Context: an optimization exercise on an open-source flow, tuned for small area, a short achievable clock period and few clock cycles per item. The choices shown serve that exercise and are no tape-out recipe. The RTL was checked by simulation tests, not by an equivalence proof against the original design.

==> flow/design.v (excerpt) <==
module ntt_core #(
    parameter WIDTH = 24
)(
    input  wire          clk,
    input  wire          rst_n,
    input  wire          start,
    output reg           done,
    output reg  [7:0]    ram_addr_a,
    output reg           ram_we_a,
    output reg  [WIDTH-1:0] ram_wdata_a,
    input  wire [WIDTH-1:0] ram_rdata_a,
    output reg  [7:0]    ram_addr_b,
    output reg           ram_we_b,
    output reg  [WIDTH-1:0] ram_wdata_b,
    input  wire [WIDTH-1:0] ram_rdata_b
);
    localparam [10:0] CC_LAST = 11'd1037;    
    reg        run;       
    reg        prm;       
    reg [10:0] cn;        
    reg [2:0]  pj;        
    reg [3:0]  pd;        
    reg [1:0]  pm;        
    wire idle = !run && !prm;
    function [7:0] pos;
        input [7:0] g;
        input [1:0] e;
        begin
            case (g[7:6])
                2'd0: pos = {e, g[5:0]};
                2'd1: pos = {g[5:4], e, g[3:0]};
                2'd2: pos = {g[5:2], e, g[1:0]};
                default: pos = {g[5:0], e};
            endcase
        end
    endfunction
    function [3:0] brv4;
        input [3:0] x;
        brv4 = {x[0], x[1], x[2], x[3]};
    endfunction
    wire [8:0]  kn   = cn[10:2];
    wire [8:0]  kw1  = kn - 9'd3;               
    wire [8:0]  kw2  = kn - 9'd4;               
  ...
clock: 10.0 ns
lec_check: 0
abc_area: 1
cap_margin: 20
core_margin: 2
core_utilization: 40
slew_margin: 20
standard.sh (not shown) runs the stock make flow with config.mk's settings and CLKGATE_MAP_FILE= SYNTH_SCRIPT=/design/flow/synth_recipe.tcl, a recipe that flattens the netlist after the stock synthesis.
==> flow/flow/run.sh <==
#!/bin/bash
# Layout flow: the standard ORFS flow (standard synthesis unchanged), with the
# setup repair aiming for more slack than the 10 ns clock needs, so that the
# resizer works on the design's real critical paths.
set -euo pipefail
MARGIN=$(cat flow/margin.txt)
bash standard.sh SETUP_SLACK_MARGIN=$MARGIN finish > standard.log 2>&1
==> flow/flow/margin.txt <==
6.5
Testbench counts at the start, summed over its fixed seeds: cycles 29,240, transforms 24.
Rerun with:
--- a/flow/config.mk
+++ b/flow/config.mk
@@ -6,5 +6,4 @@
 export NUM_CORES = 8
 export LEC_CHECK = 0
-export ABC_AREA = 1
 export CAP_MARGIN = 20
 export CORE_MARGIN = 2
Via count falls by 10%.
Final area shrinks by 1.7%.
Wire length came out lower by 14%.
Sequential share of layout area is higher by 0.43 points.
Global-route usage falls by 3.6 points.
Final cell count went down by 14%.
Rerun with:
==> flow/flow/margin.txt (replaced) <==
6.4
Routed wire length stays flat.
Via count hardly moves.
Setup slack is worse by 0.22 ns.
Die area stays the same.
Rerun with:
==> flow/flow/margin.txt (replaced) <==
6.5
--- a/flow/config.mk
+++ b/flow/config.mk
@@ -8,4 +8,4 @@
 export CAP_MARGIN = 20
 export CORE_MARGIN = 2
-export CORE_UTILIZATION = 40
+export CORE_UTILIZATION = 55
 export SLEW_MARGIN = 20
=> Cell count shrinks by about 6%; routed wire length is lower by about 3%; utilization went up by 16 points; worst setup slack gains 0.21 ns; via count stays flat; non-clock buffer count is higher by 6; first-iteration DRC count grows by about 10%; synthesized cell count stays the same.

== run 1 ==
Another version of the RTL of ntt_core (not shown whole).
For scale: ~5200 cells after synthesis, about 600 flip-flops, ~120 I/O pins, about 45000 um2 of cells after synthesis.
## ntt_core
module ntt_core #(
    parameter WIDTH = 24
)(
    input  wire          clk,
    input  wire          rst_n,
    input  wire          start,
    output reg           done,
    output reg  [7:0]    ram_addr_a,
    output reg           ram_we_a,
    output reg  [WIDTH-1:0] ram_wdata_a,
    input  wire [WIDTH-1:0] ram_rdata_a,
    output reg  [7:0]    ram_addr_b,
    output reg           ram_we_b,
    output reg  [WIDTH-1:0] ram_wdata_b,
    input  wire [WIDTH-1:0] ram_rdata_b
);
==> flow/config.mk <==
export PLATFORM = sky130hd
export DESIGN_NAME = ntt_core
export DESIGN_NICKNAME = ntt_core
export VERILOG_FILES = /design/flow/design.v
export SDC_FILE = /design/flow/constraint.sdc
export NUM_CORES = 8
export LEC_CHECK = 0
export CAP_MARGIN = 20
export CORE_MARGIN = 2
export CORE_UTILIZATION = 40
export SLEW_MARGIN = 20
==> flow/constraint.sdc <==
create_clock -name core_clock -period 10.0 [get_ports {clk}]
set_input_delay 2.0000 -clock core_clock [delete_from_list [all_inputs] [get_ports {clk}]]
set_output_delay 2.0000 -clock core_clock [all_outputs]
set_load 0.01 [all_outputs]
==> flow/flow/margin.txt <==
6.2
Scripts as last shown in full above: flow/flow/run.sh
Run 1: PASS, flow complete, no timing, DRC or antenna violations
Testbench counts of run 1, summed over its fixed seeds: cycles 29,240, transforms 24.
## Diff of input files: run 2 against run 1
==> flow/flow/margin.txt <==
6.5
In the reports for run 1 and run 2, the larger detailed-route vias per instance belongs to run 2.
Count of filler cells inserted in the layout (run 2 vs. run 1) increases slightly
Number of clock buffers in the layout delta for run 2 relative to run 1: 12% lower

-- re-timing with driven ports --
No port has a modelled driver above. Below, the same layouts with a new extraction and two added sets of constraints. Step 1 assumes that a clkbuf_16 drives the clock port and a buf_2 every other input. Step 2, shift: input delay + t, output delay - t, t = (earliest + latest rising clock arrival at the registers) / 2. This alone moves slack from input paths to output paths. a / b / c = no drivers / after step 1 / after step 2; a / b = the first two.
run | t, ns | slack for setup (ns) | worst setup path at the end | worst slew at a driven data input, ns | pins driven straight from the clock port
the first run of note 1 | 0.695 | 6.444 / 6.444 / 6.444 | register to register | 0.16 | 1
the second run of note 1 | 0.687 | 6.516 / 6.499 / 6.516 | register to register | 0.09 | 1
the third run of note 1 | 0.681 | 6.300 / 6.300 / 6.300 | register to register | 0.09 | 1
the fourth run of note 1 | 0.684 | 6.509 / 6.509 / 6.509 | register to register | 0.09 | 1
run 1 | 0.683 | 6.073 / 6.073 / 6.073 | register to register | 0.11 | 1
run 2 | 0.682 | 6.407 / 6.407 / 6.407 | register to register | 0.10 | 1
After both steps setup and hold are still met in every run listed.
